Source: an optimization exercise on an open RTL-to-GDS flow (aim: small area and a short achievable clock period). Production flows keep margins and buffers that such runs may drop. Function was checked by simulation only, so behaviour that the tests miss may differ from the original.

==> flow/design.v (outline; a module is shown in full before it is edited, if it fits) <==
// module diverge_pipe: 1119 lines
// module diverge_tail: 425 lines
// module fractal: 179 lines
module fractal(
input Clk_100M, reset,
input [15:0]startX,  
input [15:0]startY,
input [15:0]stepX,  
input [15:0]stepY,
output [7:0] divOut,
output [18:0] addr_w,
output wire display,
output wire wea
    );
  // ...
==> flow/flow/run.sh <==
#!/bin/bash
# Layout flow: the standard flow (standard.sh) with one change to synthesis.
# Yosys's synth normally runs "abc -fast" before ORFS extracts full adders
# (extract_fa); abc restructures the adder trees first, and the adders it
# leaves are found with mixed polarities, which puts an inverter between many
# pairs of full-adder cells. Here the adders are extracted before "abc -fast".
# Everything else (registers, flattening, renaming, the rest of ORFS) is the
# standard flow.
set -euo pipefail
cd "$(dirname "$0")/.."
{
  cat <<'TCL'
proc synth {args} {
  if {[lsearch -exact $args "fine:"] >= 0} {
    yosys synth -nofsm -noshare -noabc {*}$args
    yosys extract_fa
    yosys abc -fast
    yosys opt -fast
  } else {
    yosys synth -nofsm -noshare {*}$args
  }
}
TCL
  tail -n +2 synth_recipe.tcl
} > flow/fa_synth.tcl
sed "s#$PWD/synth_recipe.tcl#$PWD/flow/fa_synth.tcl#g" standard.sh > flow/fa_standard.sh
grep -q fa_synth.tcl flow/fa_standard.sh
bash flow/fa_standard.sh > flow_make.log 2>&1
==> flow/standard.sh <==
#!/bin/bash
# synth_recipe.tcl (not shown) runs the flow's synth.tcl, then flattens the netlist and writes it again
# the make line also repeats each setting of config.mk as NAME=value (left out here)
make -C /OpenROAD-flow-scripts/flow DESIGN_CONFIG=/design/flow/config.mk WORK_HOME=/design/flow/orfs CLKGATE_MAP_FILE= SYNTH_SCRIPT=/design/flow/synth_recipe.tcl "${@:-finish}"
==> flow/config.mk <==
export PLATFORM = sky130hd
export DESIGN_NAME = fractal
export DESIGN_NICKNAME = fractal
export VERILOG_FILES = /design/flow/design.v
export SDC_FILE = /design/flow/constraint.sdc
export NUM_CORES = 4
export LEC_CHECK = 0
export CAP_MARGIN = 20
export CORE_MARGIN = 2
export CORE_UTILIZATION = 52
export SETUP_SLACK_MARGIN = 5.0
export SLEW_MARGIN = 20
==> flow/constraint.sdc <==
create_clock -name core_clock -period 11.0 [get_ports {Clk_100M}]
set_input_delay 2.2000 -clock core_clock [delete_from_list [all_inputs] [get_ports {Clk_100M}]]
set_output_delay 2.2000 -clock core_clock [all_outputs]
set_load 0.01 [all_outputs]
==> impl_summary.txt, run 1 <==
----------------------------------------------------
[Critical path]
  Critical path endpoint category ... register
  Required @ worst endpoint ... 11.42 ns
  Family of cells with the greatest summed delay on the critical path ... adder cells
  Beginning of the worst register-to-register path ... pyn[13]
  Critical path type ... register to register
  WP depth ... 16

[Drt]
  M1 WL ... 40600 um
  Highest Signal Layer ... met5
  Routed vias/inst ... 5.62
  Violation count after the first detailed-route iteration ... 1721
  Count of nets left with antenna violations after detail routing ... 0

[Layout]
  NonClk Buf Share ... 0.0434
  Max FFs per register ... 28
  Most frequent cells in the layout ... sky130_fd_sc_hd__fa_1 (546), sky130_fd_sc_hd__nor2_1 (439), sky130_fd_sc_hd__inv_1 (391)
  Combined area of the multi-input logic cells ... 26000 um^2

[Job]
  Number of max-capacitance violations reported ... 0

[Die]
  DIE HEIGHT ... 261 um
  Inserted tap cell count ... 864
  Die area ... 67900 um^2

[CTS]
  Total clock buffers created by CTS ... 40
  Level count of the clock H-tree ... 2
  Post-cts sizing count ... 169

[Hold path]
  Number of stages on the worst hold path ... 0
  Hold endpoint ... resIdx[0]

[Outcome]
  Result of the run ... finished clean

[GRT]
  Initial antenna violation count ... 1
  GR Util met3 ... 0.0432

[STA]
  Max Clk Rate ... 0.171 GHz
  RSZ-0062 raised after global routing ... true
  Final hold violation count ... 0

[Logic synthesis]
  Post-Synth Simple-Gate Area ... 0.165

----------------------------------------------------
==> module fractal, before the edit <==
module fractal(
input Clk_100M, reset,
input [15:0]startX,  
input [15:0]startY,
input [15:0]stepX,  
input [15:0]stepY,
output [7:0] divOut,
output [18:0] addr_w,
output wire display,
output wire wea
    );
reg [2:0]  cc;
reg [9:0]  colCount;
reg [8:0]  rowCount;
reg        tempGo;
reg [15:0] xRegTemp;      
reg [15:0] yRegTemp;      
reg [15:0] sX, sY;        
reg [15:0] xReg1;         
reg [15:0] yReg1;
reg [18:0] currAddr;
wire load = (cc == 3'd5);
reg [1:0] colBits, rowBits;
always @(*) begin
	case (cc)
		3'd0:    begin colBits = colCount[1:0]; rowBits = rowCount[1:0]; end
		3'd1:    begin colBits = colCount[3:2]; rowBits = rowCount[3:2]; end
		3'd2:    begin colBits = colCount[5:4]; rowBits = rowCount[5:4]; end
		3'd3:    begin colBits = colCount[7:6]; rowBits = rowCount[7:6]; end
		default: begin colBits = colCount[9:8]; rowBits = {1'b0, rowCount[8]}; end
	endcase
end
wire [15:0] newX = startX + xRegTemp;
wire [15:0] newY = startY + yRegTemp;
always @(posedge Clk_100M) begin
	if (reset) begin
		cc       <= 3'd0;
		colCount <= 10'h3ff;
		rowCount <= 9'd0;
		tempGo   <= 1'b0;
		xRegTemp <= 16'd0;
		yRegTemp <= 16'd0;
		xReg1    <= 16'd0;
		yReg1    <= 16'd0;
		currAddr <= 19'd0;
	end else begin
		cc <= load ? 3'd0 : cc + 3'd1;
		if (load) begin
			xReg1    <= newX;
			yReg1    <= newY;
			xRegTemp <= 16'd0;
			yRegTemp <= 16'd0;
			currAddr <= (colCount == 10'd0 && rowCount == 9'd0) ? 19'd0 : currAddr + 19'd1;
			if (colCount == 10'd639)
				tempGo <= 1'b1;
		end else begin
			xRegTemp <= xRegTemp + sX * colBits;
			yRegTemp <= yRegTemp + sY * rowBits;
		end
		if (cc == 3'd4) begin
			if (colCount == 10'd639) begin
				colCount <= 10'd0;
				rowCount <= (rowCount == 9'd479) ? 9'd0 : rowCount + 9'd1;
			end else begin
				colCount <= colCount + 10'd1;
			end
		end
	end
end
always @(posedge Clk_100M) begin
	if (reset) begin
		sX <= 16'd0;
		sY <= 16'd0;
	end else begin
		sX <= load ? stepX : {sX[13:0], 2'b00};
		sY <= load ? stepY : {sY[13:0], 2'b00};
	end
end
assign addr_w  = currAddr;
assign display = tempGo;
assign wea     = 1'b1;
function inrange;
	input [15:0] v;
	inrange = (v[15:13] == 3'b000) | (v[15:13] == 3'b111) | (v == 16'h2000);
endfunction
reg [15:0] mx, my;
reg [14:0] pxn, pyn;      
reg        mAcc;          
reg        eB;            
reg [2:0]  mIdx;          
reg        first;         
wire        uBig;
wire [15:0] unx, uny;
diverge_pipe step(.X(mx[14:0]), .Y(my[14:0]), .Xp(~pxn), .Yp(~pyn), .cx(xReg1), .cy(yReg1),
	.big(uBig), .nx(unx), .ny(uny));
wire        mEsc   = mAcc | (eB & ~first);           
wire        mRange = ~inrange(mx) | ~inrange(my);     
always @(posedge Clk_100M) begin
	first <= load;
	eB    <= uBig;
	if (load) begin
		mx   <= newX;
		my   <= newY;
		pxn  <= ~newX[14:0];
		pyn  <= ~newY[14:0];
		mAcc <= 1'b0;
	end else begin
		mx   <= unx;
		my   <= uny;
		pxn  <= ~unx[14:0];
		pyn  <= ~uny[14:0];
		mAcc <= mEsc | mRange;
		if (!mEsc) mIdx <= cc;
	end
end
reg [15:0] cxT, cyT;      
reg [15:0] dIn;
reg [15:0] tA;            
reg [27:0] acc;
reg        tEsc;          
reg [2:0]  tIdx;
reg        bD;            
reg        resEsc;
reg [2:0]  resIdx;
reg        outEsc;
reg [2:0]  outIdx;
reg        accOn;         
reg        selX;          
always @(posedge Clk_100M) begin
	accOn <= (cc == 3'd0) | (cc == 3'd3);
	selX  <= (cc == 3'd0);
end
wire [15:0] sqIn  = dIn;
wire [27:0] e1;
wire [15:0] e2;
diverge_tail tail(.a(sqIn), .acc1(accOn ? acc : 28'hbff_ffff), .acc2(acc),
	.c(selX ? cxT : cyT), .e1(e1), .e2(e2));
wire        tBig = ~e1[27];
always @(posedge Clk_100M) begin
	acc <= e1;
	dIn <= load ? unx : tA;
	if (load)
		tA <= uny;
	else if (cc == 3'd0)
		tA <= {dIn[14], dIn[14:0]} - {tA[14], tA[14:0]};
	else
		tA <= e2;
	if (load) begin
		cxT <= xReg1;
		cyT <= yReg1;
	end
	bD <= tBig;
	case (cc)
		3'd5: begin
			tEsc   <= mEsc | mRange;
			tIdx   <= mEsc ? mIdx : 3'd5;
			resEsc <= tEsc | bD;
			resIdx <= tIdx;
		end
		3'd0: begin
			if (!(tEsc | eB)) tIdx <= 3'd6;
			tEsc <= tEsc | eB | ~inrange(dIn) | ~inrange(tA);
		end
		3'd2: begin
			tEsc <= tEsc | bD;
		end
		3'd3: begin
			if (!tEsc) tIdx <= 3'd7;
			tEsc <= tEsc | ~inrange(dIn) | ~inrange(tA);
		end
		default: ;
	endcase
	if (cc == 3'd3) begin
		outEsc <= resEsc;
		outIdx <= resIdx;
	end
end
assign divOut = outEsc ? {5'd0, outIdx} : 8'd100;
endmodule
==> run 2, diff against run 1 <==
--- a/flow/design.v
+++ b/flow/design.v
@@ -827,299 +827,251 @@
 wire s695 = s687 ^ c670 ^ c672;
 wire c696 = (s687 & c670) | (s687 & c672) | (c670 & c672);
 wire s697 = s689 ^ s691 ^ s693;
 wire c698 = (s689 & s691) | (s689 & s693) | (s691 & s693);
 wire s699 = c674 ^ c676 ^ s695;
 wire c700 = (c674 & c676) | (c674 & s695) | (c676 & s695);
 wire s701 = s697 ^ c678 ^ s699;
 wire c702 = (s697 & c678) | (s697 & s699) | (c678 & s699);
-wire s703 = (Xp[0] & Yp[13]) ^ (Xp[1] & Yp[12]) ^ (Xp[2] & Yp[11]);
-wire c704 = ((Xp[0] & Yp[13]) & (Xp[1] & Yp[12])) | ((Xp[0] & Yp[13]) & (Xp[2] & Yp[11])) | ((Xp[1] & Yp[12]) & (Xp[2] & Yp[11]));
-wire s705 = (Xp[3] & Yp[10]) ^ (Xp[4] & Yp[9]) ^ (Xp[5] & Yp[8]);
-wire c706 = ((Xp[3] & Yp[10]) & (Xp[4] & Yp[9])) | ((Xp[3] & Yp[10]) & (Xp[5] & Yp[8])) | ((Xp[4] & Yp[9]) & (Xp[5] & Yp[8]));
-wire s707 = (Xp[6] & Yp[7]) ^ (Xp[7] & Yp[6]) ^ (Xp[8] & Yp[5]);
-wire c708 = ((Xp[6] & Yp[7]) & (Xp[7] & Yp[6])) | ((Xp[6] & Yp[7]) & (Xp[8] & Yp[5])) | ((Xp[7] & Yp[6]) & (Xp[8] & Yp[5]));
-wire s709 = (Xp[9] & Yp[4]) ^ (Xp[10] & Yp[3]) ^ (Xp[11] & Yp[2]);
-wire c710 = ((Xp[9] & Yp[4]) & (Xp[10] & Yp[3])) | ((Xp[9] & Yp[4]) & (Xp[11] & Yp[2])) | ((Xp[10] & Yp[3]) & (Xp[11] & Yp[2]));
-wire s711 = (Xp[12] & Yp[1]) ^ (Xp[13] & Yp[0]) ^ cy[2];
-wire c712 = ((Xp[12] & Yp[1]) & (Xp[13] & Yp[0])) | ((Xp[12] & Yp[1]) & cy[2]) | ((Xp[13] & Yp[0]) & cy[2]);
+wire s703 = ~(Xp[13] & Yp[0]) ^ ~(Yp[13] & Xp[0]) ^ (Xp[1] & Yp[12]);
+wire c704 = (~(Xp[13] & Yp[0]) & ~(Yp[13] & Xp[0])) | (~(Xp[13] & Yp[0]) & (Xp[1] & Yp[12])) | (~(Yp[13] & Xp[0]) & (Xp[1] & Yp[12]));
+wire s705 = (Xp[2] & Yp[11]) ^ (Xp[3] & Yp[10]) ^ (Xp[4] & Yp[9]);
+wire c706 = ((Xp[2] & Yp[11]) & (Xp[3] & Yp[10])) | ((Xp[2] & Yp[11]) & (Xp[4] & Yp[9])) | ((Xp[3] & Yp[10]) & (Xp[4] & Yp[9]));
+wire s707 = (Xp[5] & Yp[8]) ^ (Xp[6] & Yp[7]) ^ (Xp[7] & Yp[6]);
+wire c708 = ((Xp[5] & Yp[8]) & (Xp[6] & Yp[7])) | ((Xp[5] & Yp[8]) & (Xp[7] & Yp[6])) | ((Xp[6] & Yp[7]) & (Xp[7] & Yp[6]));
+wire s709 = (Xp[8] & Yp[5]) ^ (Xp[9] & Yp[4]) ^ (Xp[10] & Yp[3]);
+wire c710 = ((Xp[8] & Yp[5]) & (Xp[9] & Yp[4])) | ((Xp[8] & Yp[5]) & (Xp[10] & Yp[3])) | ((Xp[9] & Yp[4]) & (Xp[10] & Yp[3]));
+wire s711 = (Xp[11] & Yp[2]) ^ (Xp[12] & Yp[1]) ^ cy[2];
+wire c712 = ((Xp[11] & Yp[2]) & (Xp[12] & Yp[1])) | ((Xp[11] & Yp[2]) & cy[2]) | ((Xp[12] & Yp[1]) & cy[2]);
 wire s713 = c682 ^ c684 ^ c686;
 wire c714 = (c682 & c684) | (c682 & c686) | (c684 & c686);
 wire s715 = c688 ^ s703 ^ s705;
 wire c716 = (c688 & s703) | (c688 & s705) | (s703 & s705);
 wire s717 = s707 ^ s709 ^ s711;
 wire c718 = (s707 & s709) | (s707 & s711) | (s709 & s711);
 wire s719 = c690 ^ c692 ^ c694;
 wire c720 = (c690 & c692) | (c690 & c694) | (c692 & c694);
 wire s721 = s713 ^ s715 ^ s717;
 wire c722 = (s713 & s715) | (s713 & s717) | (s715 & s717);
 wire s723 = c696 ^ c698 ^ s719;
 wire c724 = (c696 & c698) | (c696 & s719) | (c698 & s719);
 wire s725 = s721 ^ c700 ^ s723;
 wire c726 = (s721 & c700) | (s721 & s723) | (c700 & s723);
-wire s727 = ~(Xp[14] & Yp[0]) ^ ~(Yp[14] & Xp[0]) ^ (Xp[1] & Yp[13]);
-wire c728 = (~(Xp[14] & Yp[0]) & ~(Yp[14] & Xp[0])) | (~(Xp[14] & Yp[0]) & (Xp[1] & Yp[13])) | (~(Yp[14] & Xp[0]) & (Xp[1] & Yp[13]));
+wire s727 = 1'b1 ^ ~(Xp[13] & Yp[1]) ^ ~(Yp[13] & Xp[1]);
+wire c728 = (1'b1 & ~(Xp[13] & Yp[1])) | (1'b1 & ~(Yp[13] & Xp[1])) | (~(Xp[13] & Yp[1]) & ~(Yp[13] & Xp[1]));
 wire s729 = (Xp[2] & Yp[12]) ^ (Xp[3] & Yp[11]) ^ (Xp[4] & Yp[10]);
 wire c730 = ((Xp[2] & Yp[12]) & (Xp[3] & Yp[11])) | ((Xp[2] & Yp[12]) & (Xp[4] & Yp[10])) | ((Xp[3] & Yp[11]) & (Xp[4] & Yp[10]));
 wire s731 = (Xp[5] & Yp[9]) ^ (Xp[6] & Yp[8]) ^ (Xp[7] & Yp[7]);
 wire c732 = ((Xp[5] & Yp[9]) & (Xp[6] & Yp[8])) | ((Xp[5] & Yp[9]) & (Xp[7] & Yp[7])) | ((Xp[6] & Yp[8]) & (Xp[7] & Yp[7]));
 wire s733 = (Xp[8] & Yp[6]) ^ (Xp[9] & Yp[5]) ^ (Xp[10] & Yp[4]);
 wire c734 = ((Xp[8] & Yp[6]) & (Xp[9] & Yp[5])) | ((Xp[8] & Yp[6]) & (Xp[10] & Yp[4])) | ((Xp[9] & Yp[5]) & (Xp[10] & Yp[4]));
-wire s735 = (Xp[11] & Yp[3]) ^ (Xp[12] & Yp[2]) ^ (Xp[13] & Yp[1]);
-wire c736 = ((Xp[11] & Yp[3]) & (Xp[12] & Yp[2])) | ((Xp[11] & Yp[3]) & (Xp[13] & Yp[1])) | ((Xp[12] & Yp[2]) & (Xp[13] & Yp[1]));
-wire s737 = cy[3] ^ c704 ^ c706;
-wire c738 = (cy[3] & c704) | (cy[3] & c706) | (c704 & c706);
-wire s739 = c708 ^ c710 ^ s727;
-wire c740 = (c708 & c710) | (c708 & s727) | (c710 & s727);
-wire s741 = s729 ^ s731 ^ s733;
-wire c742 = (s729 & s731) | (s729 & s733) | (s731 & s733);
-wire s743 = s735 ^ c712 ^ c714;
-wire c744 = (s735 & c712) | (s735 & c714) | (c712 & c714);
-wire s745 = c716 ^ s737 ^ s739;
-wire c746 = (c716 & s737) | (c716 & s739) | (s737 & s739);
-wire s747 = s741 ^ c718 ^ c720;
-wire c748 = (s741 & c718) | (s741 & c720) | (c718 & c720);
-wire s749 = s743 ^ s745 ^ c722;
-wire c750 = (s743 & s745) | (s743 & c722) | (s745 & c722);
-wire s751 = c724 ^ s747 ^ s749;
-wire c752 = (c724 & s747) | (c724 & s749) | (s747 & s749);
-wire s753 = 1'b1 ^ ~(Xp[14] & Yp[1]) ^ ~(Yp[14] & Xp[1]);
-wire c754 = (1'b1 & ~(Xp[14] & Yp[1])) | (1'b1 & ~(Yp[14] & Xp[1])) | (~(Xp[14] & Yp[1]) & ~(Yp[14] & Xp[1]));
-wire s755 = (Xp[2] & Yp[13]) ^ (Xp[3] & Yp[12]) ^ (Xp[4] & Yp[11]);
-wire c756 = ((Xp[2] & Yp[13]) & (Xp[3] & Yp[12])) | ((Xp[2] & Yp[13]) & (Xp[4] & Yp[11])) | ((Xp[3] & Yp[12]) & (Xp[4] & Yp[11]));
-wire s757 = (Xp[5] & Yp[10]) ^ (Xp[6] & Yp[9]) ^ (Xp[7] & Yp[8]);
-wire c758 = ((Xp[5] & Yp[10]) & (Xp[6] & Yp[9])) | ((Xp[5] & Yp[10]) & (Xp[7] & Yp[8])) | ((Xp[6] & Yp[9]) & (Xp[7] & Yp[8]));
-wire s759 = (Xp[8] & Yp[7]) ^ (Xp[9] & Yp[6]) ^ (Xp[10] & Yp[5]);
-wire c760 = ((Xp[8] & Yp[7]) & (Xp[9] & Yp[6])) | ((Xp[8] & Yp[7]) & (Xp[10] & Yp[5])) | ((Xp[9] & Yp[6]) & (Xp[10] & Yp[5]));
-wire s761 = (Xp[11] & Yp[4]) ^ (Xp[12] & Yp[3]) ^ (Xp[13] & Yp[2]);
-wire c762 = ((Xp[11] & Yp[4]) & (Xp[12] & Yp[3])) | ((Xp[11] & Yp[4]) & (Xp[13] & Yp[2])) | ((Xp[12] & Yp[3]) & (Xp[13] & Yp[2]));
-wire s763 = cy[4] ^ c728 ^ c730;
-wire c764 = (cy[4] & c728) | (cy[4] & c730) | (c728 & c730);
-wire s765 = c732 ^ c734 ^ c736;
-wire c766 = (c732 & c734) | (c732 & c736) | (c734 & c736);
-wire s767 = s753 ^ s755 ^ s757;
-wire c768 = (s753 & s755) | (s753 & s757) | (s755 & s757);
-wire s769 = s759 ^ s761 ^ c738;
-wire c770 = (s759 & s761) | (s759 & c738) | (s761 & c738);
-wire s771 = c740 ^ c742 ^ s763;
-wire c772 = (c740 & c742) | (c740 & s763) | (c742 & s763);
-wire s773 = s765 ^ s767 ^ c744;
-wire c774 = (s765 & s767) | (s765 & c744) | (s767 & c744);
-wire s775 = s769 ^ c746 ^ s771;
-wire c776 = (s769 & c746) | (s769 & s771) | (c746 & s771);
-wire s777 = c748 ^ s773 ^ s775;
-wire c778 = (c748 & s773) | (c748 & s775) | (s773 & s775);
-wire s779 = c750 ^ s777 ^ c752;
-wire c780 = (c750 & s777) | (c750 & c752) | (s777 & c752);
-wire s781 = ~(Xp[14] & Yp[2]) ^ ~(Yp[14] & Xp[2]) ^ (Xp[3] & Yp[13]);
-wire c782 = (~(Xp[14] & Yp[2]) & ~(Yp[14] & Xp[2])) | (~(Xp[14] & Yp[2]) & (Xp[3] & Yp[13])) | (~(Yp[14] & Xp[2]) & (Xp[3] & Yp[13]));
-wire s783 = (Xp[4] & Yp[12]) ^ (Xp[5] & Yp[11]) ^ (Xp[6] & Yp[10]);
-wire c784 = ((Xp[4] & Yp[12]) & (Xp[5] & Yp[11])) | ((Xp[4] & Yp[12]) & (Xp[6] & Yp[10])) | ((Xp[5] & Yp[11]) & (Xp[6] & Yp[10]));
-wire s785 = (Xp[7] & Yp[9]) ^ (Xp[8] & Yp[8]) ^ (Xp[9] & Yp[7]);
-wire c786 = ((Xp[7] & Yp[9]) & (Xp[8] & Yp[8])) | ((Xp[7] & Yp[9]) & (Xp[9] & Yp[7])) | ((Xp[8] & Yp[8]) & (Xp[9] & Yp[7]));
-wire s787 = (Xp[10] & Yp[6]) ^ (Xp[11] & Yp[5]) ^ (Xp[12] & Yp[4]);
-wire c788 = ((Xp[10] & Yp[6]) & (Xp[11] & Yp[5])) | ((Xp[10] & Yp[6]) & (Xp[12] & Yp[4])) | ((Xp[11] & Yp[5]) & (Xp[12] & Yp[4]));
-wire s789 = (Xp[13] & Yp[3]) ^ cy[5] ^ c754;
-wire c790 = ((Xp[13] & Yp[3]) & cy[5]) | ((Xp[13] & Yp[3]) & c754) | (cy[5] & c754);
-wire s791 = c756 ^ c758 ^ c760;
-wire c792 = (c756 & c758) | (c756 & c760) | (c758 & c760);
-wire s793 = c762 ^ s781 ^ s783;
-wire c794 = (c762 & s781) | (c762 & s783) | (s781 & s783);
-wire s795 = s785 ^ s787 ^ c764;
-wire c796 = (s785 & s787) | (s785 & c764) | (s787 & c764);
-wire s797 = c766 ^ c768 ^ s789;
-wire c798 = (c766 & c768) | (c766 & s789) | (c768 & s789);
-wire s799 = s791 ^ s793 ^ c770;
-wire c800 = (s791 & s793) | (s791 & c770) | (s793 & c770);
-wire s801 = c772 ^ s795 ^ s797;
-wire c802 = (c772 & s795) | (c772 & s797) | (s795 & s797);
-wire s803 = c774 ^ s799 ^ c776;
-wire c804 = (c774 & s799) | (c774 & c776) | (s799 & c776);
-wire s805 = s801 ^ c778 ^ s803;
-wire c806 = (s801 & c778) | (s801 & s803) | (c778 & s803);
-wire s807 = ~(Xp[14] & Yp[3]) ^ ~(Yp[14] & Xp[3]) ^ (Xp[4] & Yp[13]);
-wire c808 = (~(Xp[14] & Yp[3]) & ~(Yp[14] & Xp[3])) | (~(Xp[14] & Yp[3]) & (Xp[4] & Yp[13])) | (~(Yp[14] & Xp[3]) & (Xp[4] & Yp[13]));
-wire s809 = (Xp[5] & Yp[12]) ^ (Xp[6] & Yp[11]) ^ (Xp[7] & Yp[10]);
-wire c810 = ((Xp[5] & Yp[12]) & (Xp[6] & Yp[11])) | ((Xp[5] & Yp[12]) & (Xp[7] & Yp[10])) | ((Xp[6] & Yp[11]) & (Xp[7] & Yp[10]));
-wire s811 = (Xp[8] & Yp[9]) ^ (Xp[9] & Yp[8]) ^ (Xp[10] & Yp[7]);
-wire c812 = ((Xp[8] & Yp[9]) & (Xp[9] & Yp[8])) | ((Xp[8] & Yp[9]) & (Xp[10] & Yp[7])) | ((Xp[9] & Yp[8]) & (Xp[10] & Yp[7]));
-wire s813 = (Xp[11] & Yp[6]) ^ (Xp[12] & Yp[5]) ^ (Xp[13] & Yp[4]);
-wire c814 = ((Xp[11] & Yp[6]) & (Xp[12] & Yp[5])) | ((Xp[11] & Yp[6]) & (Xp[13] & Yp[4])) | ((Xp[12] & Yp[5]) & (Xp[13] & Yp[4]));
-wire s815 = cy[6] ^ c782 ^ c784;
-wire c816 = (cy[6] & c782) | (cy[6] & c784) | (c782 & c784);
-wire s817 = c786 ^ c788 ^ s807;
-wire c818 = (c786 & c788) | (c786 & s807) | (c788 & s807);
-wire s819 = s809 ^ s811 ^ s813;
-wire c820 = (s809 & s811) | (s809 & s813) | (s811 & s813);
-wire s821 = c790 ^ c792 ^ c794;
-wire c822 = (c790 & c792) | (c790 & c794) | (c792 & c794);
-wire s823 = s815 ^ s817 ^ s819;
-wire c824 = (s815 & s817) | (s815 & s819) | (s817 & s819);
-wire s825 = c796 ^ c798 ^ s821;
-wire c826 = (c796 & c798) | (c796 & s821) | (c798 & s821);
-wire s827 = s823 ^ c800 ^ c802;
-wire c828 = (s823 & c800) | (s823 & c802) | (c800 & c802);
-wire s829 = s825 ^ c804 ^ s827;
-wire c830 = (s825 & c804) | (s825 & s827) | (c804 & s827);
-wire s831 = ~(Xp[14] & Yp[4]) ^ ~(Yp[14] & Xp[4]) ^ (Xp[5] & Yp[13]);
-wire c832 = (~(Xp[14] & Yp[4]) & ~(Yp[14] & Xp[4])) | (~(Xp[14] & Yp[4]) & (Xp[5] & Yp[13])) | (~(Yp[14] & Xp[4]) & (Xp[5] & Yp[13]));
-wire s833 = (Xp[6] & Yp[12]) ^ (Xp[7] & Yp[11]) ^ (Xp[8] & Yp[10]);
-wire c834 = ((Xp[6] & Yp[12]) & (Xp[7] & Yp[11])) | ((Xp[6] & Yp[12]) & (Xp[8] & Yp[10])) | ((Xp[7] & Yp[11]) & (Xp[8] & Yp[10]));
-wire s835 = (Xp[9] & Yp[9]) ^ (Xp[10] & Yp[8]) ^ (Xp[11] & Yp[7]);
-wire c836 = ((Xp[9] & Yp[9]) & (Xp[10] & Yp[8])) | ((Xp[9] & Yp[9]) & (Xp[11] & Yp[7])) | ((Xp[10] & Yp[8]) & (Xp[11] & Yp[7]));
-wire s837 = (Xp[12] & Yp[6]) ^ (Xp[13] & Yp[5]) ^ cy[7];
-wire c838 = ((Xp[12] & Yp[6]) & (Xp[13] & Yp[5])) | ((Xp[12] & Yp[6]) & cy[7]) | ((Xp[13] & Yp[5]) & cy[7]);
-wire s839 = c808 ^ c810 ^ c812;
-wire c840 = (c808 & c810) | (c808 & c812) | (c810 & c812);
-wire s841 = c814 ^ s831 ^ s833;
-wire c842 = (c814 & s831) | (c814 & s833) | (s831 & s833);
-wire s843 = s835 ^ s837 ^ c816;
-wire c844 = (s835 & s837) | (s835 & c816) | (s837 & c816);
-wire s845 = c818 ^ c820 ^ s839;
-wire c846 = (c818 & c820) | (c818 & s839) | (c820 & s839);
-wire s847 = s841 ^ c822 ^ s843;
-wire c848 = (s841 & c822) | (s841 & s843) | (c822 & s843);
-wire s849 = c824 ^ s845 ^ c826;
-wire c850 = (c824 & s845) | (c824 & c826) | (s845 & c826);
-wire s851 = s847 ^ c828 ^ s849;
-wire c852 = (s847 & c828) | (s847 & s849) | (c828 & s849);
-wire s853 = ~(Xp[14] & Yp[5]) ^ ~(Yp[14] & Xp[5]) ^ (Xp[6] & Yp[13]);
-wire c854 = (~(Xp[14] & Yp[5]) & ~(Yp[14] & Xp[5])) | (~(Xp[14] & Yp[5]) & (Xp[6] & Yp[13])) | (~(Yp[14] & Xp[5]) & (Xp[6] & Yp[13]));
-wire s855 = (Xp[7] & Yp[12]) ^ (Xp[8] & Yp[11]) ^ (Xp[9] & Yp[10]);
-wire c856 = ((Xp[7] & Yp[12]) & (Xp[8] & Yp[11])) | ((Xp[7] & Yp[12]) & (Xp[9] & Yp[10])) | ((Xp[8] & Yp[11]) & (Xp[9] & Yp[10]));
-wire s857 = (Xp[10] & Yp[9]) ^ (Xp[11] & Yp[8]) ^ (Xp[12] & Yp[7]);
-wire c858 = ((Xp[10] & Yp[9]) & (Xp[11] & Yp[8])) | ((Xp[10] & Yp[9]) & (Xp[12] & Yp[7])) | ((Xp[11] & Yp[8]) & (Xp[12] & Yp[7]));
-wire s859 = (Xp[13] & Yp[6]) ^ cy[8] ^ c832;
-wire c860 = ((Xp[13] & Yp[6]) & cy[8]) | ((Xp[13] & Yp[6]) & c832) | (cy[8] & c832);
-wire s861 = c834 ^ c836 ^ s853;
-wire c862 = (c834 & c836) | (c834 & s853) | (c836 & s853);
-wire s863 = s855 ^ s857 ^ c838;
-wire c864 = (s855 & s857) | (s855 & c838) | (s857 & c838);
-wire s865 = c840 ^ c842 ^ s859;
-wire c866 = (c840 & c842) | (c840 & s859) | (c842 & s859);
-wire s867 = s861 ^ s863 ^ c844;
-wire c868 = (s861 & s863) | (s861 & c844) | (s863 & c844);
-wire s869 = c846 ^ s865 ^ c848;
-wire c870 = (c846 & s865) | (c846 & c848) | (s865 & c848);
-wire s871 = s867 ^ c850 ^ s869;
-wire c872 = (s867 & c850) | (s867 & s869) | (c850 & s869);
-wire s873 = ~(Xp[14] & Yp[6]) ^ ~(Yp[14] & Xp[6]) ^ (Xp[7] & Yp[13]);
-wire c874 = (~(Xp[14] & Yp[6]) & ~(Yp[14] & Xp[6])) | (~(Xp[14] & Yp[6]) & (Xp[7] & Yp[13])) | (~(Yp[14] & Xp[6]) & (Xp[7] & Yp[13]));
-wire s875 = (Xp[8] & Yp[12]) ^ (Xp[9] & Yp[11]) ^ (Xp[10] & Yp[10]);
-wire c876 = ((Xp[8] & Yp[12]) & (Xp[9] & Yp[11])) | ((Xp[8] & Yp[12]) & (Xp[10] & Yp[10])) | ((Xp[9] & Yp[11]) & (Xp[10] & Yp[10]));
-wire s877 = (Xp[11] & Yp[9]) ^ (Xp[12] & Yp[8]) ^ (Xp[13] & Yp[7]);
-wire c878 = ((Xp[11] & Yp[9]) & (Xp[12] & Yp[8])) | ((Xp[11] & Yp[9]) & (Xp[13] & Yp[7])) | ((Xp[12] & Yp[8]) & (Xp[13] & Yp[7]));
-wire s879 = cy[9] ^ c854 ^ c856;
-wire c880 = (cy[9] & c854) | (cy[9] & c856) | (c854 & c856);
-wire s881 = c858 ^ s873 ^ s875;
-wire c882 = (c858 & s873) | (c858 & s875) | (s873 & s875);
-wire s883 = s877 ^ c860 ^ c862;
-wire c884 = (s877 & c860) | (s877 & c862) | (c860 & c862);
-wire s885 = s879 ^ c864 ^ s881;
-wire c886 = (s879 & c864) | (s879 & s881) | (c864 & s881);
-wire s887 = c866 ^ s883 ^ s885;
-wire c888 = (c866 & s883) | (c866 & s885) | (s883 & s885);
-wire s889 = c868 ^ s887 ^ c870;
-wire c890 = (c868 & s887) | (c868 & c870) | (s887 & c870);
-wire s891 = ~(Xp[14] & Yp[7]) ^ ~(Yp[14] & Xp[7]) ^ (Xp[8] & Yp[13]);
-wire c892 = (~(Xp[14] & Yp[7]) & ~(Yp[14] & Xp[7])) | (~(Xp[14] & Yp[7]) & (Xp[8] & Yp[13])) | (~(Yp[14] & Xp[7]) & (Xp[8] & Yp[13]));
-wire s893 = (Xp[9] & Yp[12]) ^ (Xp[10] & Yp[11]) ^ (Xp[11] & Yp[10]);
-wire c894 = ((Xp[9] & Yp[12]) & (Xp[10] & Yp[11])) | ((Xp[9] & Yp[12]) & (Xp[11] & Yp[10])) | ((Xp[10] & Yp[11]) & (Xp[11] & Yp[10]));
-wire s895 = (Xp[12] & Yp[9]) ^ (Xp[13] & Yp[8]) ^ cy[10];
-wire c896 = ((Xp[12] & Yp[9]) & (Xp[13] & Yp[8])) | ((Xp[12] & Yp[9]) & cy[10]) | ((Xp[13] & Yp[8]) & cy[10]);
-wire s897 = c874 ^ c876 ^ c878;
-wire c898 = (c874 & c876) | (c874 & c878) | (c876 & c878);
-wire s899 = s891 ^ s893 ^ s895;
-wire c900 = (s891 & s893) | (s891 & s895) | (s893 & s895);
-wire s901 = c880 ^ c882 ^ s897;
-wire c902 = (c880 & c882) | (c880 & s897) | (c882 & s897);
-wire s903 = s899 ^ c884 ^ c886;
-wire c904 = (s899 & c884) | (s899 & c886) | (c884 & c886);
-wire s905 = s901 ^ c888 ^ s903;
-wire c906 = (s901 & c888) | (s901 & s903) | (c888 & s903);
-wire s907 = ~(Xp[14] & Yp[8]) ^ ~(Yp[14] & Xp[8]) ^ (Xp[9] & Yp[13]);
-wire c908 = (~(Xp[14] & Yp[8]) & ~(Yp[14] & Xp[8])) | (~(Xp[14] & Yp[8]) & (Xp[9] & Yp[13])) | (~(Yp[14] & Xp[8]) & (Xp[9] & Yp[13]));
-wire s909 = (Xp[10] & Yp[12]) ^ (Xp[11] & Yp[11]) ^ (Xp[12] & Yp[10]);
-wire c910 = ((Xp[10] & Yp[12]) & (Xp[11] & Yp[11])) | ((Xp[10] & Yp[12]) & (Xp[12] & Yp[10])) | ((Xp[11] & Yp[11]) & (Xp[12] & Yp[10]));
-wire s911 = (Xp[13] & Yp[9]) ^ cy[11] ^ c892;
-wire c912 = ((Xp[13] & Yp[9]) & cy[11]) | ((Xp[13] & Yp[9]) & c892) | (cy[11] & c892);
-wire s913 = c894 ^ s907 ^ s909;
-wire c914 = (c894 & s907) | (c894 & s909) | (s907 & s909);
-wire s915 = c896 ^ c898 ^ s911;
-wire c916 = (c896 & c898) | (c896 & s911) | (c898 & s911);
-wire s917 = s913 ^ c900 ^ c902;
-wire c918 = (s913 & c900) | (s913 & c902) | (c900 & c902);
-wire s919 = s915 ^ c904 ^ s917;
-wire c920 = (s915 & c904) | (s915 & s917) | (c904 & s917);
-wire s921 = ~(Xp[14] & Yp[9]) ^ ~(Yp[14] & Xp[9]) ^ (Xp[10] & Yp[13]);
-wire c922 = (~(Xp[14] & Yp[9]) & ~(Yp[14] & Xp[9])) | (~(Xp[14] & Yp[9]) & (Xp[10] & Yp[13])) | (~(Yp[14] & Xp[9]) & (Xp[10] & Yp[13]));
-wire s923 = (Xp[11] & Yp[12]) ^ (Xp[12] & Yp[11]) ^ (Xp[13] & Yp[10]);
-wire c924 = ((Xp[11] & Yp[12]) & (Xp[12] & Yp[11])) | ((Xp[11] & Yp[12]) & (Xp[13] & Yp[10])) | ((Xp[12] & Yp[11]) & (Xp[13] & Yp[10]));
-wire s925 = cy[12] ^ c908 ^ c910;
-wire c926 = (cy[12] & c908) | (cy[12] & c910) | (c908 & c910);
-wire s927 = s921 ^ s923 ^ c912;
-wire c928 = (s921 & s923) | (s921 & c912) | (s923 & c912);
-wire s929 = c914 ^ s925 ^ c916;
-wire c930 = (c914 & s925) | (c914 & c916) | (s925 & c916);
-wire s931 = s927 ^ c918 ^ s929;
-wire c932 = (s927 & c918) | (s927 & s929) | (c918 & s929);
-wire s933 = ~(Xp[14] & Yp[10]) ^ ~(Yp[14] & Xp[10]) ^ (Xp[11] & Yp[13]);
-wire c934 = (~(Xp[14] & Yp[10]) & ~(Yp[14] & Xp[10])) | (~(Xp[14] & Yp[10]) & (Xp[11] & Yp[13])) | (~(Yp[14] & Xp[10]) & (Xp[11] & Yp[13]));
-wire s935 = (Xp[12] & Yp[12]) ^ (Xp[13] & Yp[11]) ^ cy[13];
-wire c936 = ((Xp[12] & Yp[12]) & (Xp[13] & Yp[11])) | ((Xp[12] & Yp[12]) & cy[13]) | ((Xp[13] & Yp[11]) & cy[13]);
-wire s937 = c922 ^ c924 ^ s933;
-wire c938 = (c922 & c924) | (c922 & s933) | (c924 & s933);
-wire s939 = s935 ^ c926 ^ s937;
-wire c940 = (s935 & c926) | (s935 & s937) | (c926 & s937);
-wire s941 = c928 ^ s939 ^ c930;
-wire c942 = (c928 & s939) | (c928 & c930) | (s939 & c930);
-wire s943 = ~(Xp[14] & Yp[11]) ^ ~(Yp[14] & Xp[11]) ^ (Xp[12] & Yp[13]);
-wire c944 = (~(Xp[14] & Yp[11]) & ~(Yp[14] & Xp[11])) | (~(Xp[14] & Yp[11]) & (Xp[12] & Yp[13])) | (~(Yp[14] & Xp[11]) & (Xp[12] & Yp[13]));
-wire s945 = (Xp[13] & Yp[12]) ^ cy[14] ^ c934;
-wire c946 = ((Xp[13] & Yp[12]) & cy[14]) | ((Xp[13] & Yp[12]) & c934) | (cy[14] & c934);
-wire s947 = s943 ^ c936 ^ c938;
-wire c948 = (s943 & c936) | (s943 & c938) | (c936 & c938);
-wire s949 = s945 ^ c940 ^ s947;
-wire c950 = (s945 & c940) | (s945 & s947) | (c940 & s947);
-wire s951 = ~(Xp[14] & Yp[12]) ^ ~(Yp[14] & Xp[12]) ^ (Xp[13] & Yp[13]);
-wire c952 = (~(Xp[14] & Yp[12]) & ~(Yp[14] & Xp[12])) | (~(Xp[14] & Yp[12]) & (Xp[13] & Yp[13])) | (~(Yp[14] & Xp[12]) & (Xp[13] & Yp[13]));
-wire s953 = cy[15] ^ c944 ^ s951;
-wire c954 = (cy[15] & c944) | (cy[15] & s951) | (c944 & s951);
-wire s955 = c946 ^ s953 ^ c948;
-wire c956 = (c946 & s953) | (c946 & c948) | (s953 & c948);
+wire s735 = (Xp[11] & Yp[3]) ^ (Xp[12] & Yp[2]) ^ cy[3];
+wire c736 = ((Xp[11] & Yp[3]) & (Xp[12] & Yp[2])) | ((Xp[11] & Yp[3]) & cy[3]) | ((Xp[12] & Yp[2]) & cy[3]);
+wire s737 = c704 ^ c706 ^ c708;
+wire c738 = (c704 & c706) | (c704 & c708) | (c706 & c708);
+wire s739 = c710 ^ s727 ^ s729;
+wire c740 = (c710 & s727) | (c710 & s729) | (s727 & s729);
+wire s741 = s731 ^ s733 ^ c712;
+wire c742 = (s731 & s733) | (s731 & c712) | (s733 & c712);
+wire s743 = s735 ^ c714 ^ c716;
+wire c744 = (s735 & c714) | (s735 & c716) | (c714 & c716);
+wire s745 = s737 ^ s739 ^ s741;
+wire c746 = (s737 & s739) | (s737 & s741) | (s739 & s741);
+wire s747 = c718 ^ c720 ^ s743;
+wire c748 = (c718 & c720) | (c718 & s743) | (c720 & s743);
+wire s749 = s745 ^ c722 ^ c724;
+wire c750 = (s745 & c722) | (s745 & c724) | (c722 & c724);
+wire s751 = s747 ^ c726 ^ s749;
+wire c752 = (s747 & c726) | (s747 & s749) | (c726 & s749);
+wire s753 = ~(Xp[13] & Yp[2]) ^ ~(Yp[13] & Xp[2]) ^ (Xp[3] & Yp[12]);
+wire c754 = (~(Xp[13] & Yp[2]) & ~(Yp[13] & Xp[2])) | (~(Xp[13] & Yp[2]) & (Xp[3] & Yp[12])) | (~(Yp[13] & Xp[2]) & (Xp[3] & Yp[12]));
+wire s755 = (Xp[4] & Yp[11]) ^ (Xp[5] & Yp[10]) ^ (Xp[6] & Yp[9]);
+wire c756 = ((Xp[4] & Yp[11]) & (Xp[5] & Yp[10])) | ((Xp[4] & Yp[11]) & (Xp[6] & Yp[9])) | ((Xp[5] & Yp[10]) & (Xp[6] & Yp[9]));
+wire s757 = (Xp[7] & Yp[8]) ^ (Xp[8] & Yp[7]) ^ (Xp[9] & Yp[6]);
+wire c758 = ((Xp[7] & Yp[8]) & (Xp[8] & Yp[7])) | ((Xp[7] & Yp[8]) & (Xp[9] & Yp[6])) | ((Xp[8] & Yp[7]) & (Xp[9] & Yp[6]));
+wire s759 = (Xp[10] & Yp[5]) ^ (Xp[11] & Yp[4]) ^ (Xp[12] & Yp[3]);
+wire c760 = ((Xp[10] & Yp[5]) & (Xp[11] & Yp[4])) | ((Xp[10] & Yp[5]) & (Xp[12] & Yp[3])) | ((Xp[11] & Yp[4]) & (Xp[12] & Yp[3]));
+wire s761 = cy[4] ^ c728 ^ c730;
+wire c762 = (cy[4] & c728) | (cy[4] & c730) | (c728 & c730);
+wire s763 = c732 ^ c734 ^ s753;
+wire c764 = (c732 & c734) | (c732 & s753) | (c734 & s753);
+wire s765 = s755 ^ s757 ^ s759;
+wire c766 = (s755 & s757) | (s755 & s759) | (s757 & s759);
+wire s767 = c736 ^ c738 ^ c740;
+wire c768 = (c736 & c738) | (c736 & c740) | (c738 & c740);
+wire s769 = s761 ^ c742 ^ s763;
+wire c770 = (s761 & c742) | (s761 & s763) | (c742 & s763);
+wire s771 = s765 ^ c744 ^ s767;
+wire c772 = (s765 & c744) | (s765 & s767) | (c744 & s767);
+wire s773 = c746 ^ s769 ^ c748;
+wire c774 = (c746 & s769) | (c746 & c748) | (s769 & c748);
+wire s775 = s771 ^ c750 ^ s773;
+wire c776 = (s771 & c750) | (s771 & s773) | (c750 & s773);
+wire s777 = ~(Xp[13] & Yp[3]) ^ ~(Yp[13] & Xp[3]) ^ (Xp[4] & Yp[12]);
+wire c778 = (~(Xp[13] & Yp[3]) & ~(Yp[13] & Xp[3])) | (~(Xp[13] & Yp[3]) & (Xp[4] & Yp[12])) | (~(Yp[13] & Xp[3]) & (Xp[4] & Yp[12]));
+wire s779 = (Xp[5] & Yp[11]) ^ (Xp[6] & Yp[10]) ^ (Xp[7] & Yp[9]);
+wire c780 = ((Xp[5] & Yp[11]) & (Xp[6] & Yp[10])) | ((Xp[5] & Yp[11]) & (Xp[7] & Yp[9])) | ((Xp[6] & Yp[10]) & (Xp[7] & Yp[9]));
+wire s781 = (Xp[8] & Yp[8]) ^ (Xp[9] & Yp[7]) ^ (Xp[10] & Yp[6]);
+wire c782 = ((Xp[8] & Yp[8]) & (Xp[9] & Yp[7])) | ((Xp[8] & Yp[8]) & (Xp[10] & Yp[6])) | ((Xp[9] & Yp[7]) & (Xp[10] & Yp[6]));
+wire s783 = (Xp[11] & Yp[5]) ^ (Xp[12] & Yp[4]) ^ cy[5];
+wire c784 = ((Xp[11] & Yp[5]) & (Xp[12] & Yp[4])) | ((Xp[11] & Yp[5]) & cy[5]) | ((Xp[12] & Yp[4]) & cy[5]);
+wire s785 = c754 ^ c756 ^ c758;
+wire c786 = (c754 & c756) | (c754 & c758) | (c756 & c758);
+wire s787 = c760 ^ s777 ^ s779;
+wire c788 = (c760 & s777) | (c760 & s779) | (s777 & s779);
+wire s789 = s781 ^ s783 ^ c762;
+wire c790 = (s781 & s783) | (s781 & c762) | (s783 & c762);
+wire s791 = c764 ^ c766 ^ s785;
+wire c792 = (c764 & c766) | (c764 & s785) | (c766 & s785);
+wire s793 = s787 ^ c768 ^ s789;
+wire c794 = (s787 & c768) | (s787 & s789) | (c768 & s789);
+wire s795 = c770 ^ s791 ^ c772;
+wire c796 = (c770 & s791) | (c770 & c772) | (s791 & c772);
+wire s797 = s793 ^ c774 ^ s795;
+wire c798 = (s793 & c774) | (s793 & s795) | (c774 & s795);
+wire s799 = ~(Xp[13] & Yp[4]) ^ ~(Yp[13] & Xp[4]) ^ (Xp[5] & Yp[12]);
+wire c800 = (~(Xp[13] & Yp[4]) & ~(Yp[13] & Xp[4])) | (~(Xp[13] & Yp[4]) & (Xp[5] & Yp[12])) | (~(Yp[13] & Xp[4]) & (Xp[5] & Yp[12]));
+wire s801 = (Xp[6] & Yp[11]) ^ (Xp[7] & Yp[10]) ^ (Xp[8] & Yp[9]);
+wire c802 = ((Xp[6] & Yp[11]) & (Xp[7] & Yp[10])) | ((Xp[6] & Yp[11]) & (Xp[8] & Yp[9])) | ((Xp[7] & Yp[10]) & (Xp[8] & Yp[9]));
+wire s803 = (Xp[9] & Yp[8]) ^ (Xp[10] & Yp[7]) ^ (Xp[11] & Yp[6]);
+wire c804 = ((Xp[9] & Yp[8]) & (Xp[10] & Yp[7])) | ((Xp[9] & Yp[8]) & (Xp[11] & Yp[6])) | ((Xp[10] & Yp[7]) & (Xp[11] & Yp[6]));
+wire s805 = (Xp[12] & Yp[5]) ^ cy[6] ^ c778;
+wire c806 = ((Xp[12] & Yp[5]) & cy[6]) | ((Xp[12] & Yp[5]) & c778) | (cy[6] & c778);
+wire s807 = c780 ^ c782 ^ s799;
+wire c808 = (c780 & c782) | (c780 & s799) | (c782 & s799);
+wire s809 = s801 ^ s803 ^ c784;
+wire c810 = (s801 & s803) | (s801 & c784) | (s803 & c784);
+wire s811 = c786 ^ c788 ^ s805;
+wire c812 = (c786 & c788) | (c786 & s805) | (c788 & s805);
+wire s813 = s807 ^ s809 ^ c790;
+wire c814 = (s807 & s809) | (s807 & c790) | (s809 & c790);
+wire s815 = c792 ^ s811 ^ c794;
+wire c816 = (c792 & s811) | (c792 & c794) | (s811 & c794);
+wire s817 = s813 ^ c796 ^ s815;
+wire c818 = (s813 & c796) | (s813 & s815) | (c796 & s815);
+wire s819 = ~(Xp[13] & Yp[5]) ^ ~(Yp[13] & Xp[5]) ^ (Xp[6] & Yp[12]);
+wire c820 = (~(Xp[13] & Yp[5]) & ~(Yp[13] & Xp[5])) | (~(Xp[13] & Yp[5]) & (Xp[6] & Yp[12])) | (~(Yp[13] & Xp[5]) & (Xp[6] & Yp[12]));
+wire s821 = (Xp[7] & Yp[11]) ^ (Xp[8] & Yp[10]) ^ (Xp[9] & Yp[9]);
+wire c822 = ((Xp[7] & Yp[11]) & (Xp[8] & Yp[10])) | ((Xp[7] & Yp[11]) & (Xp[9] & Yp[9])) | ((Xp[8] & Yp[10]) & (Xp[9] & Yp[9]));
+wire s823 = (Xp[10] & Yp[8]) ^ (Xp[11] & Yp[7]) ^ (Xp[12] & Yp[6]);
+wire c824 = ((Xp[10] & Yp[8]) & (Xp[11] & Yp[7])) | ((Xp[10] & Yp[8]) & (Xp[12] & Yp[6])) | ((Xp[11] & Yp[7]) & (Xp[12] & Yp[6]));
+wire s825 = cy[7] ^ c800 ^ c802;
+wire c826 = (cy[7] & c800) | (cy[7] & c802) | (c800 & c802);
+wire s827 = c804 ^ s819 ^ s821;
+wire c828 = (c804 & s819) | (c804 & s821) | (s819 & s821);
+wire s829 = s823 ^ c806 ^ c808;
+wire c830 = (s823 & c806) | (s823 & c808) | (c806 & c808);
+wire s831 = s825 ^ c810 ^ s827;
+wire c832 = (s825 & c810) | (s825 & s827) | (c810 & s827);
+wire s833 = c812 ^ s829 ^ s831;
+wire c834 = (c812 & s829) | (c812 & s831) | (s829 & s831);
+wire s835 = c814 ^ s833 ^ c816;
+wire c836 = (c814 & s833) | (c814 & c816) | (s833 & c816);
+wire s837 = ~(Xp[13] & Yp[6]) ^ ~(Yp[13] & Xp[6]) ^ (Xp[7] & Yp[12]);
+wire c838 = (~(Xp[13] & Yp[6]) & ~(Yp[13] & Xp[6])) | (~(Xp[13] & Yp[6]) & (Xp[7] & Yp[12])) | (~(Yp[13] & Xp[6]) & (Xp[7] & Yp[12]));
+wire s839 = (Xp[8] & Yp[11]) ^ (Xp[9] & Yp[10]) ^ (Xp[10] & Yp[9]);
+wire c840 = ((Xp[8] & Yp[11]) & (Xp[9] & Yp[10])) | ((Xp[8] & Yp[11]) & (Xp[10] & Yp[9])) | ((Xp[9] & Yp[10]) & (Xp[10] & Yp[9]));
+wire s841 = (Xp[11] & Yp[8]) ^ (Xp[12] & Yp[7]) ^ cy[8];
+wire c842 = ((Xp[11] & Yp[8]) & (Xp[12] & Yp[7])) | ((Xp[11] & Yp[8]) & cy[8]) | ((Xp[12] & Yp[7]) & cy[8]);
+wire s843 = c820 ^ c822 ^ c824;
+wire c844 = (c820 & c822) | (c820 & c824) | (c822 & c824);
+wire s845 = s837 ^ s839 ^ s841;
+wire c846 = (s837 & s839) | (s837 & s841) | (s839 & s841);
+wire s847 = c826 ^ c828 ^ s843;
+wire c848 = (c826 & c828) | (c826 & s843) | (c828 & s843);
+wire s849 = s845 ^ c830 ^ c832;
+wire c850 = (s845 & c830) | (s845 & c832) | (c830 & c832);
+wire s851 = s847 ^ c834 ^ s849;
+wire c852 = (s847 & c834) | (s847 & s849) | (c834 & s849);
+wire s853 = ~(Xp[13] & Yp[7]) ^ ~(Yp[13] & Xp[7]) ^ (Xp[8] & Yp[12]);
+wire c854 = (~(Xp[13] & Yp[7]) & ~(Yp[13] & Xp[7])) | (~(Xp[13] & Yp[7]) & (Xp[8] & Yp[12])) | (~(Yp[13] & Xp[7]) & (Xp[8] & Yp[12]));
+wire s855 = (Xp[9] & Yp[11]) ^ (Xp[10] & Yp[10]) ^ (Xp[11] & Yp[9]);
+wire c856 = ((Xp[9] & Yp[11]) & (Xp[10] & Yp[10])) | ((Xp[9] & Yp[11]) & (Xp[11] & Yp[9])) | ((Xp[10] & Yp[10]) & (Xp[11] & Yp[9]));
+wire s857 = (Xp[12] & Yp[8]) ^ cy[9] ^ c838;
+wire c858 = ((Xp[12] & Yp[8]) & cy[9]) | ((Xp[12] & Yp[8]) & c838) | (cy[9] & c838);
+wire s859 = c840 ^ s853 ^ s855;
+wire c860 = (c840 & s853) | (c840 & s855) | (s853 & s855);
+wire s861 = c842 ^ c844 ^ s857;
+wire c862 = (c842 & c844) | (c842 & s857) | (c844 & s857);
+wire s863 = s859 ^ c846 ^ c848;
+wire c864 = (s859 & c846) | (s859 & c848) | (c846 & c848);
+wire s865 = s861 ^ c850 ^ s863;
+wire c866 = (s861 & c850) | (s861 & s863) | (c850 & s863);
+wire s867 = ~(Xp[13] & Yp[8]) ^ ~(Yp[13] & Xp[8]) ^ (Xp[9] & Yp[12]);
+wire c868 = (~(Xp[13] & Yp[8]) & ~(Yp[13] & Xp[8])) | (~(Xp[13] & Yp[8]) & (Xp[9] & Yp[12])) | (~(Yp[13] & Xp[8]) & (Xp[9] & Yp[12]));
+wire s869 = (Xp[10] & Yp[11]) ^ (Xp[11] & Yp[10]) ^ (Xp[12] & Yp[9]);
+wire c870 = ((Xp[10] & Yp[11]) & (Xp[11] & Yp[10])) | ((Xp[10] & Yp[11]) & (Xp[12] & Yp[9])) | ((Xp[11] & Yp[10]) & (Xp[12] & Yp[9]));
+wire s871 = cy[10] ^ c854 ^ c856;
+wire c872 = (cy[10] & c854) | (cy[10] & c856) | (c854 & c856);
+wire s873 = s867 ^ s869 ^ c858;
+wire c874 = (s867 & s869) | (s867 & c858) | (s869 & c858);
+wire s875 = c860 ^ s871 ^ c862;
+wire c876 = (c860 & s871) | (c860 & c862) | (s871 & c862);
+wire s877 = s873 ^ c864 ^ s875;
+wire c878 = (s873 & c864) | (s873 & s875) | (c864 & s875);
+wire s879 = ~(Xp[13] & Yp[9]) ^ ~(Yp[13] & Xp[9]) ^ (Xp[10] & Yp[12]);
+wire c880 = (~(Xp[13] & Yp[9]) & ~(Yp[13] & Xp[9])) | (~(Xp[13] & Yp[9]) & (Xp[10] & Yp[12])) | (~(Yp[13] & Xp[9]) & (Xp[10] & Yp[12]));
+wire s881 = (Xp[11] & Yp[11]) ^ (Xp[12] & Yp[10]) ^ cy[11];
+wire c882 = ((Xp[11] & Yp[11]) & (Xp[12] & Yp[10])) | ((Xp[11] & Yp[11]) & cy[11]) | ((Xp[12] & Yp[10]) & cy[11]);
+wire s883 = c868 ^ c870 ^ s879;
+wire c884 = (c868 & c870) | (c868 & s879) | (c870 & s879);
+wire s885 = s881 ^ c872 ^ s883;
+wire c886 = (s881 & c872) | (s881 & s883) | (c872 & s883);
+wire s887 = c874 ^ s885 ^ c876;
+wire c888 = (c874 & s885) | (c874 & c876) | (s885 & c876);
+wire s889 = ~(Xp[13] & Yp[10]) ^ ~(Yp[13] & Xp[10]) ^ (Xp[11] & Yp[12]);
+wire c890 = (~(Xp[13] & Yp[10]) & ~(Yp[13] & Xp[10])) | (~(Xp[13] & Yp[10]) & (Xp[11] & Yp[12])) | (~(Yp[13] & Xp[10]) & (Xp[11] & Yp[12]));
+wire s891 = (Xp[12] & Yp[11]) ^ cy[12] ^ c880;
+wire c892 = ((Xp[12] & Yp[11]) & cy[12]) | ((Xp[12] & Yp[11]) & c880) | (cy[12] & c880);
+wire s893 = s889 ^ c882 ^ c884;
+wire c894 = (s889 & c882) | (s889 & c884) | (c882 & c884);
+wire s895 = s891 ^ c886 ^ s893;
+wire c896 = (s891 & c886) | (s891 & s893) | (c886 & s893);
+wire s897 = ~(Xp[13] & Yp[11]) ^ ~(Yp[13] & Xp[11]) ^ (Xp[12] & Yp[12]);
+wire c898 = (~(Xp[13] & Yp[11]) & ~(Yp[13] & Xp[11])) | (~(Xp[13] & Yp[11]) & (Xp[12] & Yp[12])) | (~(Yp[13] & Xp[11]) & (Xp[12] & Yp[12]));
+wire s899 = cy[13] ^ c890 ^ s897;
+wire c900 = (cy[13] & c890) | (cy[13] & s897) | (c890 & s897);
+wire s901 = c892 ^ s899 ^ c894;
+wire c902 = (c892 & s899) | (c892 & c894) | (s899 & c894);
+wire s903 = ~(Xp[13] & Yp[12]) ^ ~(Yp[13] & Xp[12]) ^ cy[14];
+wire c904 = (~(Xp[13] & Yp[12]) & ~(Yp[13] & Xp[12])) | (~(Xp[13] & Yp[12]) & cy[14]) | (~(Yp[13] & Xp[12]) & cy[14]);
+wire s905 = c898 ^ s903 ^ c900;
+wire c906 = (c898 & s903) | (c898 & c900) | (s903 & c900);
+wire s907 = (Xp[13] & Yp[13]) ^ cy[15] ^ c904;
+wire c908 = ((Xp[13] & Yp[13]) & cy[15]) | ((Xp[13] & Yp[13]) & c904) | (cy[15] & c904);
 wire [27:0] dy_a, dy_b;
 assign dy_a[0] = 1'b0; assign dy_b[0] = 1'b0;
 assign dy_a[1] = (Xp[0] & Yp[0]); assign dy_b[1] = 1'b0;
 assign dy_a[2] = (Xp[0] & Yp[1]); assign dy_b[2] = (Xp[1] & Yp[0]);
 assign dy_a[3] = s571; assign dy_b[3] = 1'b0;
 assign dy_a[4] = s575; assign dy_b[4] = 1'b0;
 assign dy_a[5] = s581; assign dy_b[5] = 1'b0;
 assign dy_a[6] = s589; assign dy_b[6] = c582;
 assign dy_a[7] = s599; assign dy_b[7] = 1'b0;
 assign dy_a[8] = s611; assign dy_b[8] = c600;
 assign dy_a[9] = s625; assign dy_b[9] = 1'b0;
 assign dy_a[10] = s641; assign dy_b[10] = c626;
 assign dy_a[11] = s659; assign dy_b[11] = 1'b0;
 assign dy_a[12] = s679; assign dy_b[12] = c660;
 assign dy_a[13] = c680; assign dy_b[13] = s701;
 assign dy_a[14] = c702; assign dy_b[14] = s725;
-assign dy_a[15] = c726; assign dy_b[15] = s751;
-assign dy_a[16] = s779; assign dy_b[16] = 1'b0;
-assign dy_a[17] = s805; assign dy_b[17] = c780;
-assign dy_a[18] = c806; assign dy_b[18] = s829;
-assign dy_a[19] = c830; assign dy_b[19] = s851;
-assign dy_a[20] = c852; assign dy_b[20] = s871;
-assign dy_a[21] = c872; assign dy_b[21] = s889;
-assign dy_a[22] = s905; assign dy_b[22] = c890;
-assign dy_a[23] = c906; assign dy_b[23] = s919;
-assign dy_a[24] = c920; assign dy_b[24] = s931;
-assign dy_a[25] = c932; assign dy_b[25] = s941;
-assign dy_a[26] = s949; assign dy_b[26] = c942;
-assign dy_a[27] = c950; assign dy_b[27] = s955;
+assign dy_a[15] = s751; assign dy_b[15] = 1'b0;
+assign dy_a[16] = c752; assign dy_b[16] = s775;
+assign dy_a[17] = c776; assign dy_b[17] = s797;
+assign dy_a[18] = c798; assign dy_b[18] = s817;
+assign dy_a[19] = c818; assign dy_b[19] = s835;
+assign dy_a[20] = s851; assign dy_b[20] = c836;
+assign dy_a[21] = c852; assign dy_b[21] = s865;
+assign dy_a[22] = c866; assign dy_b[22] = s877;
+assign dy_a[23] = c878; assign dy_b[23] = s887;
+assign dy_a[24] = s895; assign dy_b[24] = c888;
+assign dy_a[25] = c896; assign dy_b[25] = s901;
+assign dy_a[26] = s905; assign dy_b[26] = c902;
+assign dy_a[27] = s907; assign dy_b[27] = c906;
 wire [27:0] DY = dy_a + dy_b;
 assign ny = DY[27:12];
 endmodule
 module diverge_tail(
 	input  [15:0] a,
 	input  [27:0] acc1,
 	input  [27:0] acc2,
 	input  [15:0] c,
@@ -1625,41 +1577,41 @@
 assign addr_w  = currAddr;
 assign display = tempGo;
 assign wea     = 1'b1;
 function inrange;
 	input [15:0] v;
 	inrange = (v[15:13] == 3'b000) | (v[15:13] == 3'b111) | (v == 16'h2000);
 endfunction
 reg [15:0] mx, my;
-reg [14:0] pxn, pyn;      
+reg [13:0] pxn, pyn;      
 reg        mAcc;          
 reg        eB;            
 reg [2:0]  mIdx;          
 reg        first;         
 wire        uBig;
 wire [15:0] unx, uny;
-diverge_pipe step(.X(mx[14:0]), .Y(my[14:0]), .Xp(~pxn), .Yp(~pyn), .cx(xReg1), .cy(yReg1),
+diverge_pipe step(.X(mx[14:0]), .Y(my[14:0]), .Xp({1'b0, ~pxn}), .Yp({1'b0, ~pyn}), .cx(xReg1), .cy(yReg1),
 	.big(uBig), .nx(unx), .ny(uny));
 wire        mEsc   = mAcc | (eB & ~first);           
 wire        mRange = ~inrange(mx) | ~inrange(my);     
 always @(posedge Clk_100M) begin
 	first <= load;
 	eB    <= uBig;
 	if (load) begin
 		mx   <= newX;
 		my   <= newY;
-		pxn  <= ~newX[14:0];
-		pyn  <= ~newY[14:0];
+		pxn  <= ~newX[13:0];
+		pyn  <= ~newY[13:0];
 		mAcc <= 1'b0;
 	end else begin
 		mx   <= unx;
 		my   <= uny;
-		pxn  <= ~unx[14:0];
-		pyn  <= ~uny[14:0];
+		pxn  <= ~unx[13:0];
+		pyn  <= ~uny[13:0];
 		mAcc <= mEsc | mRange;
 		if (!mEsc) mIdx <= cc;
 	end
 end
 reg [15:0] cxT, cyT;      
 reg [15:0] dIn;
 reg [15:0] tA;            
 reg [27:0] acc;
==> impl_summary.txt, run 2 <==
----------------------------------------------------
[Critical path]
  Critical path type ... register to register (unchanged)
  Source of the critical timing path ... my[2] (was pyn[13])
  Beginning of the worst register-to-register path ... my[2] (was pyn[13])
  Critical path endpoint category ... register (unchanged)
  Required @ worst endpoint ... 11.48 ns (was 11.42 ns)

[Drt]
  Routed vias/inst ... 5.53 (was 5.62)
  Detailed-route wire length ... 88800 um (was 97400 um)
  Violation count after the first detailed-route iteration ... 1629 (was 1721)
  Post-detailed-route DRC marker count ... 0 (unchanged)
  Count of nets left with antenna violations after detail routing ... 0 (unchanged)

[Die]
  Die area ... 67000 um^2 (was 67900 um^2)
  Effective utilization at floorplan ... 0.525 (was 0.523)
  DIE HEIGHT ... 259 um (was 261 um)
  X dimension of the die ... 259 um (was 261 um)

[GRT]
  Initial antenna violation count ... 0 (was 1)
  Global-route wire length before repair ... 143000 um (was 154000 um)
  Congestion Overflow GR ... 0 (unchanged)

[Logic synthesis]
  FFs w/ async S/R, synth ... 0 (unchanged)
  Dominant cells by area after synthesis ... sky130_fd_sc_hd__fa_1 (33%), sky130_fd_sc_hd__dfxtp_1 (16%), sky130_fd_sc_hd__ha_1 (10%), sky130_fd_sc_hd__nor2_1 (4.6%), sky130_fd_sc_hd__inv_1 (4.6%) (was sky130_fd_sc_hd__fa_1 (33%), sky130_fd_sc_hd__dfxtp_1 (16%), sky130_fd_sc_hd__ha_1 (10%), sky130_fd_sc_hd__nor2_1 (5.0%), sky130_fd_sc_hd__inv_1 (4.5%))
  Post-Syn Instances ... 3560 (was 3597)
  Most used flip-flop cell after synthesis ... sky130_fd_sc_hd__dfxtp_1 (unchanged)
  Number of different library cells in the post-synthesis netlist ... 89 (was 81)

[STA]
  Max Clk Rate ... 0.168 GHz (was 0.171 GHz)
  Final hold violation count ... 0 (unchanged)
  Measured slew at the worst slew-check pin ... 1.03 ns (was 1.10 ns)
  RSZ-0062 raised after global routing ... true (unchanged)
  Crit path time final ... 5.94 ns (was 5.86 ns)
  Setup-violating endpoint count in the final report ... 0 (unchanged)

[CTS]
  TritonCTS clock tree ... built (unchanged)
  Total clock buffers created by CTS ... 40 (unchanged)
  Clk Latency, worst-skew pair ... 0.59 ns (was 0.61 ns)
  Level count of the clock H-tree ... 2 (unchanged)

[Layout]
  Max FFs per register ... 28 (unchanged)
  Most frequent cells in the layout ... sky130_fd_sc_hd__fa_1 (532), sky130_fd_sc_hd__nor2_1 (399), sky130_fd_sc_hd__inv_1 (392) (was sky130_fd_sc_hd__fa_1 (546), sky130_fd_sc_hd__nor2_1 (439), sky130_fd_sc_hd__inv_1 (391))
  Largest reg by FF count ... acc (unchanged)
  Area growth from synthesis to layout ... 12.1% (was 13.2%)
  Fraction of final layout cells sized beyond drive strength 1 ... 0.0968 (was 0.106)

[Place]
  Final estimated routing congestion in global placement ... 0.918 (was 0.923)
  Number of buffers inserted by port buffering ... 90 (unchanged)

[Hold path]
  Type of the worst min-delay path ... register to register (unchanged)
  Number of stages on the worst hold path ... 0 (unchanged)
  Hold endpoint ... outIdx[2] (was resIdx[0])

[Job]
  Number of max-capacitance violations reported ... 0 (unchanged)

[Outcome]
  Result of the run ... finished clean (unchanged)

----------------------------------------------------
## run 2: cell count changes in the layout (fill, tap and decap cells not counted), sizes merged, moves of 12 or more
cell / previous run / this run
a21o: 44 / 58
buf: 89 / 65
clkinv: 27 / 15
fa: 571 / 549
nor2: 453 / 418
o21ai: 77 / 93
xor2: 81 / 69
## run 2: per-stage QoR
step | cells | hold WS [ns] | utilization | setup WS, ns | area [um^2]
2_1_floorplan | 3562 | 0.400 | - | 5.00 | 33800
3_3_place_gp | 4399 | 0.401 | 0.550 | 4.53 | 35400
3_5_place_dp | 4399 | 0.405 | 0.550 | 4.43 | 35400
4_1_cts | 4494 | 0.420 | 0.580 | 5.00 | 37300
5_1_grt | 4521 | 0.424 | 0.589 | 4.89 | 37900
6_report | 4522 | 0.418 | 0.589 | 5.06 | 37900
## run 2: worst max path at each step
stage	to	slack, ns	cells past startpoint
final	dIn[14]	5.06	20
after CTS	dIn[15]	5.00	18
after global placement	dIn[15]	4.53	20
after detailed placement	mx[12]	4.43	21
after global routing	dIn[14]	4.89	20
after floorplan	dIn[14]	5.00	21
## run 2: logic make-up (layout without fill, tap and decap cells)
family | count (synthesis) | in the layout | synth area share
xor+xnor | 179 | 179 | 0.0464
simple gates | 1161 | 1161 | 0.161
other cells | 2 | 5 | 0.000222
buf+inv | 545 | 649 | 0.0613
compound gates | 510 | 510 | 0.0973
fa+ha+maj | 824 | 824 | 0.427
mux | 28 | 28 | 0.00874
flops | 311 | 311 | 0.198
## run 2: per-layer routing
layer	track usage	routed length [um]	up-vias
met3	0.0306	4510	140
met4	0.105	3300	0
met1	0.376	38600	12600
met2	0.452	42400	708
met5	0	0	-
li1	-	-	11600
## run 2: repair_timing
| action | CTS | global route |
|---|---|---|
| pin swaps | 32 | 38 |
| hold endpoints to repair | 0 | 0 |
| gates resized for setup | 129 | 102 |
| hold buffers | 0 | 0 |
| setup buffers | 22 | 27 |
| setup endpoints to repair | 61 | 64 |
## run 2: layout make-up
| cell class | count | area (um^2) | area share |
|---|---|---|---|
| inverter | 422 | 1680 | 0.0444 |
| clock buffer | 52 | 1100 | 0.0289 |
| clock inverter | 21 | 335 | 0.00885 |
| multi-input combinational | 2706 | 25400 | 0.671 |
| tap | 855 | 1070 | 0.0282 |
| antenna | 1 | 2.50 | 0.0000661 |
| sequential | 311 | 6870 | 0.181 |
| timing repair buffer | 154 | 1410 | 0.0371 |
## run 2: critical path: stages, from the launching register on
cell	delay, ns
sky130_fd_sc_hd__dfxtp_4	0.36
sky130_fd_sc_hd__clkinvlp_4	0.18
sky130_fd_sc_hd__nor2_2	0.14
sky130_fd_sc_hd__fa_1	0.43
sky130_fd_sc_hd__fa_1	0.53
sky130_fd_sc_hd__fa_1	0.46
sky130_fd_sc_hd__ha_4	0.19
sky130_fd_sc_hd__fa_2	0.50
sky130_fd_sc_hd__fa_2	0.38
sky130_fd_sc_hd__fa_1	0.52
sky130_fd_sc_hd__inv_2	0.05
sky130_fd_sc_hd__ha_4	0.23
sky130_fd_sc_hd__or2_4	0.24
sky130_fd_sc_hd__a21o_1	0.17
sky130_fd_sc_hd__a41o_1	0.26
sky130_fd_sc_hd__nand2_2	0.10
sky130_fd_sc_hd__o2111ai_4	0.13
sky130_fd_sc_hd__a2111o_1	0.44
sky130_fd_sc_hd__a31oi_4	0.19
sky130_fd_sc_hd__xnor2_2	0.09
sky130_fd_sc_hd__mux2_4	0.26

[separate check: timing with driven ports]
The flow's constraints put no driver on any port. The routed layouts listed below were extracted and timed again, unchanged, in two steps. Step 1: set_driving_cell puts a clkbuf_16 on Clk_100M and a buf_2 on each other input, an assumption about the parent block. Step 2, shift: input delay + t, output delay - t, t = (earliest + latest rising clock arrival at the registers) / 2. This alone moves slack from input paths to output paths. a / b / c = no drivers / after step 1 / after step 2; a / b = the first two.
run	t, ns	setup WS [ns]
run 1	0.645	5.140 / 5.140 / 5.046
run 2	0.636	5.065 / 5.065 / 5.065
After both steps every run listed still meets setup and hold.
